This design comes from an exercise in tuning for small area on the open sky130 flow, not from production work.
Where RTL was checked, it was by simulation tests only, not by an equivalence proof against the original.
No activity file was given, so power comes from the tool's default toggle rates.

==> flow/design.v (excerpt) <==
module alu_top(clk, a, b, s, result, zero);
input clk;
input [15:0] a, b;
input [3:0] s;
output reg [15:0] result;
output reg zero;
reg [15:0] a_q, b_q;
reg [3:0] s_q;
wire [15:0] alu_result;
wire alu_zero;
always @(posedge clk) begin
    a_q <= a;
    b_q <= b;
    s_q <= s;
    result <= alu_result;
    zero <= alu_zero;
end
alu u_alu(.a(a_q), .b(b_q), .s(s_q), .result(alu_result), .zero_detection(alu_zero));
endmodule
Size in the first run: ~53 flip-flops, about 54 I/O pins, ~5300 um2 of cells after synthesis.
clock: 8.0 ns
lec_check: 0
cap_margin: 20
core_margin: 2
core_utilization: 65
gpl_timing_driven: 0
place_density: 0.75
slew_margin: 20
synth_hierarchical: 1
synth_minimum_keep_size: 0
standard.sh (not shown) runs the stock make flow with config.mk's settings and CLKGATE_MAP_FILE= SYNTH_SCRIPT=/design/flow/synth_recipe.tcl, a recipe that flattens the netlist after the stock synthesis.
==> flow/flow/run.sh <==
#!/bin/bash
# The standard layout (standard.sh: the standard synthesis, then ORFS to
# finish) with three ORFS options: the smallest buffer, sky130_fd_sc_hd__buf_1,
# on every port; the buffers Yosys/ABC put in removed before placement (ORFS
# re-buffers where slew, capacitance or timing need it); and ORFS's power
# recovery (downsizing gates off the critical paths) after global routing.
set -euo pipefail
bash standard.sh "BUFFER_PORTS_ARGS=-buffer_cell sky130_fd_sc_hd__buf_1" REMOVE_ABC_BUFFERS=1 RECOVER_POWER=100 finish > orfs_make.log 2>&1
==> next run, changes <==
--- a/flow/design.v
+++ b/flow/design.v
@@ -265,30 +265,20 @@
   alu_and3b u_rev(.a(s[1]), .b(s[0]), .cn(s[2]), .y(rev));
   wire [15:0] xn;
   genvar gi, gj;
   generate
     for (gi = 0; gi < 16; gi = gi + 1) begin : g_x
       alu_mux2i u_x(.a(a[gi]), .b(a_rev[gi]), .s(rev), .y(xn[gi]));
     end
   endgenerate
   wire [15:0] x = ~xn;
-  wire [3:0] dlo = {4{s[3] & ~s[2] & s[1]}} & (4'd1 << b[1:0]);
-  wire [3:0] dhi = 4'd1 << b[3:2];
-  wire [15:0] y;
-  generate
-    for (gi = 0; gi < 16; gi = gi + 1) begin : g_y
-      if (gi == 0) begin : g_y0
-        assign y[gi] = (~s[3] & b[gi]) | (dlo[gi%4] & dhi[gi/4]) | (s[3] & ~(s[2] & ~s[1]) & ~(~s[2] & s[1]));
-      end else begin : g_yj
-        assign y[gi] = (~s[3] & b[gi]) | (dlo[gi%4] & dhi[gi/4]);
-      end
-    end
-  endgenerate
+  wire [15:0] onehot = 16'd1 << b[3:0];
+  wire [15:0] y = ~s[3] ? b : (s[1] & ~s[2]) ? onehot : {15'd0, ~(s[2] & ~s[1])};
   wire inv = ~(s[0] & s[1] & s[2]);
   wire [15:0] e = ({16{c_arith}} & (b ^ {16{inv}})) |
                   ({16{c_andor}} & (s[0] ? (a & b) : (a | b)));
   wire cin = c_arith & ~s[0];
   wire t15 = c_cmp & s[0];
   wire [255:0] pp;
   generate
     for (gi = 0; gi < 16; gi = gi + 1) begin : g_pp_i
       for (gj = 0; gj < 16; gj = gj + 1) begin : g_pp_j
What happened: Worst hold slack gains 43 ps. Combinational power is about the same. Sequential cell count stays the same. Synthesized cell count decreases by 4.1%. Area after synthesis increases by 1.7%. Non-clock buffer count increases by 1. Final area stays flat.
No run of this note included a check of the RTL's function; only the layout flow was run.

* * *

alu_top with an RTL version that a note above also has.
Size in the first run: about 520 cells after synthesis, ~54 I/O pins, ~0.0054 mm² of cells after synthesis.
Settings: LEC_CHECK=0, CAP_MARGIN=20, CORE_MARGIN=2, CORE_UTILIZATION=65, GPL_TIMING_DRIVEN=0, PLACE_DENSITY=0.75, SLEW_MARGIN=20, SYNTH_HIERARCHICAL=1, SYNTH_MINIMUM_KEEP_SIZE=0; clock period 8.0 ns.
==> flow/flow/run.sh <==
#!/bin/bash
# The standard layout (standard.sh: the standard synthesis, then ORFS to
# finish), with the smallest buffer, sky130_fd_sc_hd__buf_1, on every port and
# ORFS's power recovery (downsizing gates off the critical paths) after global
# routing.
set -euo pipefail
bash standard.sh "BUFFER_PORTS_ARGS=-buffer_cell sky130_fd_sc_hd__buf_1" RECOVER_POWER=100 finish > orfs_make.log 2>&1
==> next run, changes <==
--- a/flow/design.v
+++ b/flow/design.v
@@ -256,34 +256,26 @@
   wire c_shr   = s[3] & ~s[2] & s[1] & s[0];           
   wire c_andor = s[3] & s[2] & ~s[1];                  
   wire c_arith = s[3] & (s[2] ~^ s[1]);                
   wire c_cmp   = s[3] & ~s[2] & ~s[1];                 
   wire b_small = (b[15:4] == 12'd0);
   wire keep    = s[3] ? (s[2] | s[1] & b_small) : (s[2:0] == 3'b001);
   wire [15:0] a_rev = {a[0], a[1], a[2], a[3], a[4], a[5], a[6], a[7],
                        a[8], a[9], a[10], a[11], a[12], a[13], a[14], a[15]};
-  wire rev;
-  alu_and3b u_rev(.a(s[1]), .b(s[0]), .cn(s[2]), .y(rev));
-  wire [15:0] xn;
-  genvar gi, gj;
-  generate
-    for (gi = 0; gi < 16; gi = gi + 1) begin : g_x
-      alu_mux2i u_x(.a(a[gi]), .b(a_rev[gi]), .s(rev), .y(xn[gi]));
-    end
-  endgenerate
-  wire [15:0] x = ~xn;
+  wire [15:0] x = (s[1] & s[0] & ~s[2]) ? a_rev : a;
   wire [15:0] onehot = 16'd1 << b[3:0];
   wire [15:0] y = ~s[3] ? b : (s[1] & ~s[2]) ? onehot : {15'd0, ~(s[2] & ~s[1])};
   wire inv = ~(s[0] & s[1] & s[2]);
   wire [15:0] e = ({16{c_arith}} & (b ^ {16{inv}})) |
                   ({16{c_andor}} & (s[0] ? (a & b) : (a | b)));
   wire cin = c_arith & ~s[0];
   wire t15 = c_cmp & s[0];
   wire [255:0] pp;
+  genvar gi, gj;
   generate
     for (gi = 0; gi < 16; gi = gi + 1) begin : g_pp_i
       for (gj = 0; gj < 16; gj = gj + 1) begin : g_pp_j
         if (gj == 1)
           assign pp[gi*16+gj] = (x[gi] & y[gj]) | e[gi+1];
         else
           assign pp[gi*16+gj] = x[gi] & y[gj];
       end
@@ -569,39 +561,32 @@
   wire in241, ix242;
   alu_nand2 u_in241(.a(ia240), .b(fc91), .y(in241));
   alu_xnor u_ix242(.a(fs200), .b(in241), .y(ix242));
   wire ia243;
   alu_and2 u_ia243(.a(ia240), .b(fs200), .y(ia243));
   wire in244, ix245;
   alu_nand2 u_in244(.a(ia243), .b(fc91), .y(in244));
   alu_xnor u_ix245(.a(xs230), .b(in244), .y(ix245));
-  wire ina246;
-  alu_nand2 u_ina246(.a(ia243), .b(xs230), .y(ina246));
   wire [15:0] p = {ix245, ix242, ix239, ix236, ix233, ix231, fs90, fs72, fs56, fs42, fs30, fs20, fs12, fs6, fs2, fs0};
-  wire blk_or = fs108 | fs128 | fs150 | fs174 | fs200 | xs230;
-  wire blk_nand = ina246;
-  wire late = fc91;
   wire top_ne = a[15] ^ b[15];
   wire cmp_top = a[15] ^ ~s[0];
   wire keep_p = keep & ~c_cmp;
   wire sel_p = keep_p & ~c_shr;
   wire sel_r = keep_p & c_shr;
   wire sel_c = c_cmp & ~top_ne;                        
   wire one_c = c_cmp & top_ne & cmp_top;               
   alu_ao221 u_r0(.a1(p[0]), .a2(sel_p), .b1(p[15]), .b2(sel_r | sel_c), .c(one_c), .y(result[0]));
   generate
     for (gi = 1; gi < 16; gi = gi + 1) begin : g_r
       alu_ao22 u_r(.a1(p[gi]), .a2(sel_p), .b1(p[15-gi]), .b2(sel_r), .y(result[gi]));
     end
   endgenerate
-  wire hi_or;
-  alu_mux2 u_hi(.a(blk_or), .b(blk_nand), .s(late), .y(hi_or));
-  wire lo_or = keep_p & (p[9:0] != 10'd0) | one_c;
-  alu_aoi221 u_z(.a1(keep_p), .a2(hi_or), .b1(sel_c), .b2(p[15]), .c(lo_or), .y(zero_detection));
+  wire any_lo = keep_p & (p[13:0] != 14'd0);
+  alu_aoi221 u_z(.a1(p[15]), .a2(keep_p | sel_c), .b1(p[14]), .b2(keep_p), .c(any_lo | one_c), .y(zero_detection));
 endmodule
 module alu_fa(a, b, c, s, co);
   input a, b, c;
   output s, co;
   assign s = a ^ b ^ c;
   assign co = (a & b) | (a & c) | (b & c);
 endmodule
 module alu_ha(a, b, s, co);
@@ -625,31 +610,16 @@
   output y;
   assign y = ~(a & b);
 endmodule
 module alu_and2(a, b, y);
   input a, b;
   output y;
   assign y = a & b;
 endmodule
-module alu_mux2(a, b, s, y);
-  input a, b, s;
-  output y;
-  assign y = s ? b : a;
-endmodule
-module alu_mux2i(a, b, s, y);
-  input a, b, s;
-  output y;
-  assign y = ~(s ? b : a);
-endmodule
-module alu_and3b(a, b, cn, y);
-  input a, b, cn;
-  output y;
-  assign y = a & b & ~cn;
-endmodule
 module alu_ao22(a1, a2, b1, b2, y);
   input a1, a2, b1, b2;
   output y;
   assign y = (a1 & a2) | (b1 & b2);
 endmodule
 module alu_ao221(a1, a2, b1, b2, c, y);
   input a1, a2, b1, b2, c;
   output y;
Result:
- non-clock buffer count fell by 4
- clock skew climbs by 11 ps
- clock-buffer cell count falls by 1
- combinational power is about the same
- cell area falls slightly
- via count falls slightly
- die area is lower slightly
- setup slack gets worse by 28 ps
- global-route usage came out higher by 1.0 points
- core utilization is lower by 0.35 points
The RTL of the first run of this note was laid out without a check of its function.

[static timing again, ports no longer ideal]
No port has a modelled driver above. Below, the same layouts with a new extraction and two added sets of constraints. Step 1: set_driving_cell puts a clkbuf_16 on clk and a buf_2 on each other input, an assumption about the parent block. Step 2 adds t to the input delays and takes it off the output delays; t is the mean of the earliest and latest rising clock arrival at the registers after step 1. Input paths then give back, and output paths get back, about the clock's delay inside the block. a / b / c = ideal ports / drivers / drivers and shift; a / b = the first two.
run	shift t [ns]	setup WS [ns]	latest minus earliest clock arrival (ns)	worst data-port slew with drivers (ns)	pins driven straight from the clock port
the first run of note 1	0.335	0.248 / 0.248 / 0.248	0.020 / 0.020	0.03	1
the second run of note 1	0.346	0.241 / 0.241 / 0.241	0.005 / 0.005	0.04	1
the first run of note 2	0.327	0.524 / 0.524 / 0.524	0.006 / 0.006	0.03	1
the second run of note 2	0.349	0.496 / 0.496 / 0.496	0.018 / 0.018	0.03	1
After both steps every run listed still meets setup and hold.
